From an optimization exercise on the open Yosys and OpenROAD flow, aimed at small area, a short achievable clock period and few clock cycles per item; shortcuts taken in it are not production practice.
No functional check of the RTL was part of any run shown here.

==> flow/design.v (outline; a module is shown in full before it is edited, if it fits) <==
// module full_adder: 10 lines
// module ntt_bfly: 929 lines
// module c_inv: 1 lines
// module c_buf: 1 lines
// module c_nand2: 1 lines
// module c_nor2: 1 lines
// module c_and2: 1 lines
// module c_or2: 1 lines
// module c_xor2: 1 lines
// module c_xnor2: 1 lines
// module c_a21o: 1 lines
// module c_o22ai: 1 lines
// module c_a22o: 1 lines
// module c_ha: 1 lines
module ntt_bfly (
    input clk,
    input rst,
    input in_valid,
    input inv,
    input sub,
    input [16:0] a,
    input [16:0] b,
    input [16:0] tf,
    output out_valid,
    output [16:0] p
    );
  // ...
==> flow/flow/run.sh <==
#!/bin/bash
# Own flow: the standard layout (standard.sh: the standard synthesis and
# steps), except the cells that buffer_ports puts on the ports: buf_2 on each
# output (hook before global placement), buf_1 on each input.  Every port
# still gets a buffer of its own.
set -euo pipefail
here=$(pwd)
printf 'buffer_ports -outputs -buffer_cell sky130_fd_sc_hd__buf_2\n' > "$here/buffer_outputs.tcl"
export PRE_GLOBAL_PLACE_TCL="$here/buffer_outputs.tcl"
export BUFFER_PORTS_ARGS="-inputs -buffer_cell sky130_fd_sc_hd__buf_1"
bash standard.sh finish > standard_make.log 2>&1
==> flow/standard.sh <==
#!/bin/bash
# synth_recipe.tcl (not shown) runs the flow's synth.tcl, then flattens the netlist and writes it again
# the make line also repeats each setting of config.mk as NAME=value (left out here)
make -C /OpenROAD-flow-scripts/flow DESIGN_CONFIG=/design/flow/config.mk WORK_HOME=/design/flow/orfs CLKGATE_MAP_FILE= SYNTH_SCRIPT=/design/flow/synth_recipe.tcl "${@:-finish}"
==> flow/config.mk <==
export PLATFORM = sky130hd
export DESIGN_NAME = ntt_bfly
export DESIGN_NICKNAME = ntt_bfly
export VERILOG_FILES = /design/flow/design.v
export SDC_FILE = /design/flow/constraint.sdc
export NUM_CORES = 4
export LEC_CHECK = 0
export CAP_MARGIN = 20
export CORE_MARGIN = 2
export CORE_UTILIZATION = 60
export GPL_TIMING_DRIVEN = 0
export SLEW_MARGIN = 20
export SYNTH_HIERARCHICAL = 1
==> flow/constraint.sdc <==
create_clock -name core_clock -period 42.0 [get_ports {clk}]
set_input_delay 8.4000 -clock core_clock [delete_from_list [all_inputs] [get_ports {clk}]]
set_output_delay 8.4000 -clock core_clock [all_outputs]
set_load 0.01 [all_outputs]
==> flow_metrics.tcl, run 1 <==
set metrics [dict create \
    fin_tns_setup_ns 0 \
    end_kind "flip-flop" \
    slowest_stage "xnor2_2" \
    slowest_delay_ns 0.80 \
    io_buffer_count 73 \
    final_area_um2 10800 \
    yosysWarnings 7 \
    critPathKind "flip-flop to flip-flop" \
    vias_per_cell 6.15 \
    wl_met2_mm 12.2 \
    antenna_left 0 \
    crit_buf_inv 1 \
    num_rows 45 \
    dieArea_um2 16700 \
    htree_levels 3 \
    synthFlopType "dfxtp_1" \
    ys_types 16 \
    cts.path.max_buffers 2 \
    seq_cell_count 72 \
    fmax_mhz 108 \
    nNonClkInverters 22 \
    synth_compound_area_share_pct 16.3 \
    holdPathStages 1 \
    maxCapViolations 0 \
    fin_nets 1283 \
    multi_input_comb_cells 855 \
    drive_gt1_share_pct 7.36 \
    outcome "timing/DRC/antenna clean" \
    whs_endpoint "v1$_SDFF_PP0_" \
    multi_input_area_um2 8120 \
    r2r_start "a_q[16]$_DFF_P_" \
    syn_inst 951 \
    multi_input_area_share_pct 75.4 \
    r2r_cells 30 \
]
==> run 2, diff against run 1 <==
--- a/flow/config.mk
+++ b/flow/config.mk
@@ -9,3 +9,3 @@
 export CORE_MARGIN = 2
-export CORE_UTILIZATION = 60
+export CORE_UTILIZATION = 40
 export GPL_TIMING_DRIVEN = 0
==> run 2 against run 1 <==
Sequential share of layout area decreased by 0.29 points. Hold slack got worse by 0.0034 ns. Clock skew increased by 0.0076 ns. Register-to-register slack improved by 0.47 ns. Cell area increased by 2.2%. Flip-flop and latch count unchanged. Cell count increased by 8.8%. First-iteration DRC count decreased by 15%. Critical path type is now flip-flop to output pin. Die area increased by 48%. Highest routed layer unchanged. Via count decreased by 0.97%.
==> flow_metrics.tcl, run 2 <==
set metrics [dict create \
    dieWidth_um 158 \
    initial_core_util_pct 40.4 \
    place_hpwl_mm 21.8 \
    synth_area_um2 9440 \
    cts_resized 0 \
    setup_viol 0 \
    synth_most_common_cell "xor2_1" \
    critPathArrivalTime_ns 0.78 \
    crit_buf_inv 1 \
    fillers 2242 \
    gr-total-overflow 0 \
    yosysWarnings 7 \
    fin_nets 1287 \
    grt_pass1_wl_mm 43.3 \
    holdCritPathClass "flip-flop to flip-flop" \
    worstPathCellList "buf_2" \
    seqCellArea_um2 1440 \
    startpoint_type "flip-flop" \
    crit_path_max_fanout 1 \
    ys_types 16 \
    synth-edff-count 0 \
    fmax_mhz 109 \
    postCtsHoldBufs 0 \
    multi_input_area_um2 8130 \
    mostFrequentLayoutCells "161 x xor2_1, 160 x o22ai_1, 145 x fa_1, 96 x nor2_1, 72 x dfxtp_1" \
    ios 74 \
    synthFlopType "dfxtp_1" \
    yosysSeqAreaShare_pct 15.3 \
    mostFrequentLayoutCell "xor2_1" \
    tightest_slew_ns 1.28 \
    diodes 0 \
    syn_inst 951 \
    netlist_top_cells_count "172 x xor2_1, 160 x o22ai_1, 145 x fa_1" \
    clk_pin_slew_ns 0.07 \
    antenna_left 0 \
    htree_levels 3 \
    synth-async-reset-ratio_pct 0 \
    finalCriticalPeriod_ns 9.18 \
    root_buffer "clkbuf_16" \
    synth_seq_cells 72 \
    drive_gt1_share_pct 7.71 \
    final_util_pct 47.1 \
    gp_congestion 0.951 \
    cts_setup_buffers 0 \
    vias_per_cell 5.60 \
    chipHeight_um 158 \
    rsz0062_at_grt "no" \
    synth_top_area_cell "fa_1" \
    cp.required_ns 33.60 \
    first_iter_violations 727 \
    io_buffer_count 73 \
    numClockSinks 72 \
    dieArea_um2 24800 \
    antenna_found_initial 0 \
    syn2layout_area_growth_pct 16.5 \
    drtPass1Iterations 5 \
    fin_tns_setup_ns 0 \
    vias 7745 \
    coreArea_um2 23300 \
    end_kind "output pin" \
    wire_per_inst_um 20.4 \
    synth_top_area_share_pct 30.8 \
    slowest_stage "dfxtp_1" \
    routed_wirelength_mm 28.2 \
    grt_max_degree 20 \
    finalHoldViolCount 0 \
    grt_pass1_vias 7663 \
    path_delay_family "flip-flops" \
    num_rows 56 \
    maxCapViolations 0 \
    drc 0 \
    skew_ns 0.0184 \
    slew-limit-headroom_pct 14.3 \
    post-route-period-util_pct 21.9 \
    synth_area_leaders "fa_1 31%, xor2_1 16%, dfxtp_1 15%" \
    outcome "timing/DRC/antenna clean" \
    synth.avg_cell_area_um2 9.92 \
    cts_tree "built" \
    slowest_delay_ns 0.31 \
    critPathKind "flip-flop to output pin" \
    cts.path.max_buffers 2 \
    cts_made_buffers 9 \
    final_max_slew_viol_count 0 \
    clk_latency_ns 0.35 \
    track_usage_pct 23.2 \
]
## run 2: logic make-up after synthesis
kind of cell	after synthesis	synth area share [%]
xor+xnor	245	22.7
compound gates	231	16.3
simple gates	200	9.84
fa+ha+maj	172	34.3
flops	72	15.3
buf+inv	30	1.51
other cells	1	0.0397
## run 2: final timing paths
path / start / end / slack, ns / cells past startpoint
setup / recovery: v1$_SDFF_PP0_ / out_valid / 32.82 / 1
hold / removal: v0$_SDFF_PP0_ / v1$_SDFF_PP0_ / 0.45 / 1
setup reg to reg: a_q[16]$_DFF_P_ / p_q[15]$_DFF_P_ / 33.23 / 30
hold reg to reg: v0$_SDFF_PP0_ / v1$_SDFF_PP0_ / 0.45 / 1
## run 2: final cells by class
class / count / area share (%)
Clock buffer: 10 / 2.17
Tap cell: 319 / 3.63
Multi-Input combinational cell: 855 / 74.0
Inverter: 22 / 0.751
Sequential cell: 72 / 13.1
Timing Repair Buffer: 91 / 5.38
Clock inverter: 6 / 0.455
Buffer: 8 / 0.546
## run 2: per-stage QoR
step / std cells / instance area (um^2) / worst slack (ns) / hold slack [ns]
floorplan: 957 / 9460 / 33.27 / 0.414
CTS: 1382 / 11000 / 32.80 / 0.454
global placement: 1349 / 10200 / 32.01 / 0.419
global route: 1383 / 11000 / 32.71 / 0.476
finish: 1383 / 11000 / 32.82 / 0.445
detailed placement: 1366 / 10700 / 33.19 / 0.439
## run 2: per-layer routing
metal	track usage, %	part of all wire (%)
met1	30.5	40
met5	0	0
met2	36.6	45
met3	5.72	10
met4	9.83	3.9
## run 2: Yosys stat by module, one instance, submodules excluded, a selection
module	cells	area, um^2	flops+latches	copies in the design
c_inv	1	3.75	0	22
full_adder	1	20.0	0	145
c_ha	1	12.5	0	27
c_buf	1	7.51	0	8
c_a21o	1	7.51	0	70
c_and2	1	6.26	0	40
c_xor2	1	8.76	0	172
c_nor2	1	3.75	0	98
c_o22ai	1	6.26	0	160

## port drivers added, routing unchanged
The flow's constraints put no driver on any port. The routed layouts listed below were extracted and timed again, unchanged, in two steps.
Step 1 sets driving cells, clkbuf_16 on the clock port and buf_2 on the other inputs (assumed; they add their load-dependent delay and slew).
Step 2 moves the port delays by t, midway between the first and last clock arrival at a register: inputs arrive t later, outputs are due t later. That takes back most of the time a late clock gives input paths.
a / b / c = no drivers / after step 1 / after step 2; a / b = the first two.
run	t (ns)	setup slack, ns	worst setup path at the end	latest minus earliest clock arrival (ns)	worst slew at a driven data input, ns
run 1	0.393	32.765 / 32.765 / 32.765	register to register	0.012 / 0.013	0.03
run 2	0.389	32.823 / 32.778 / 33.167	register to output	0.018 / 0.018	0.03
After both steps setup and hold are still met in every run listed.
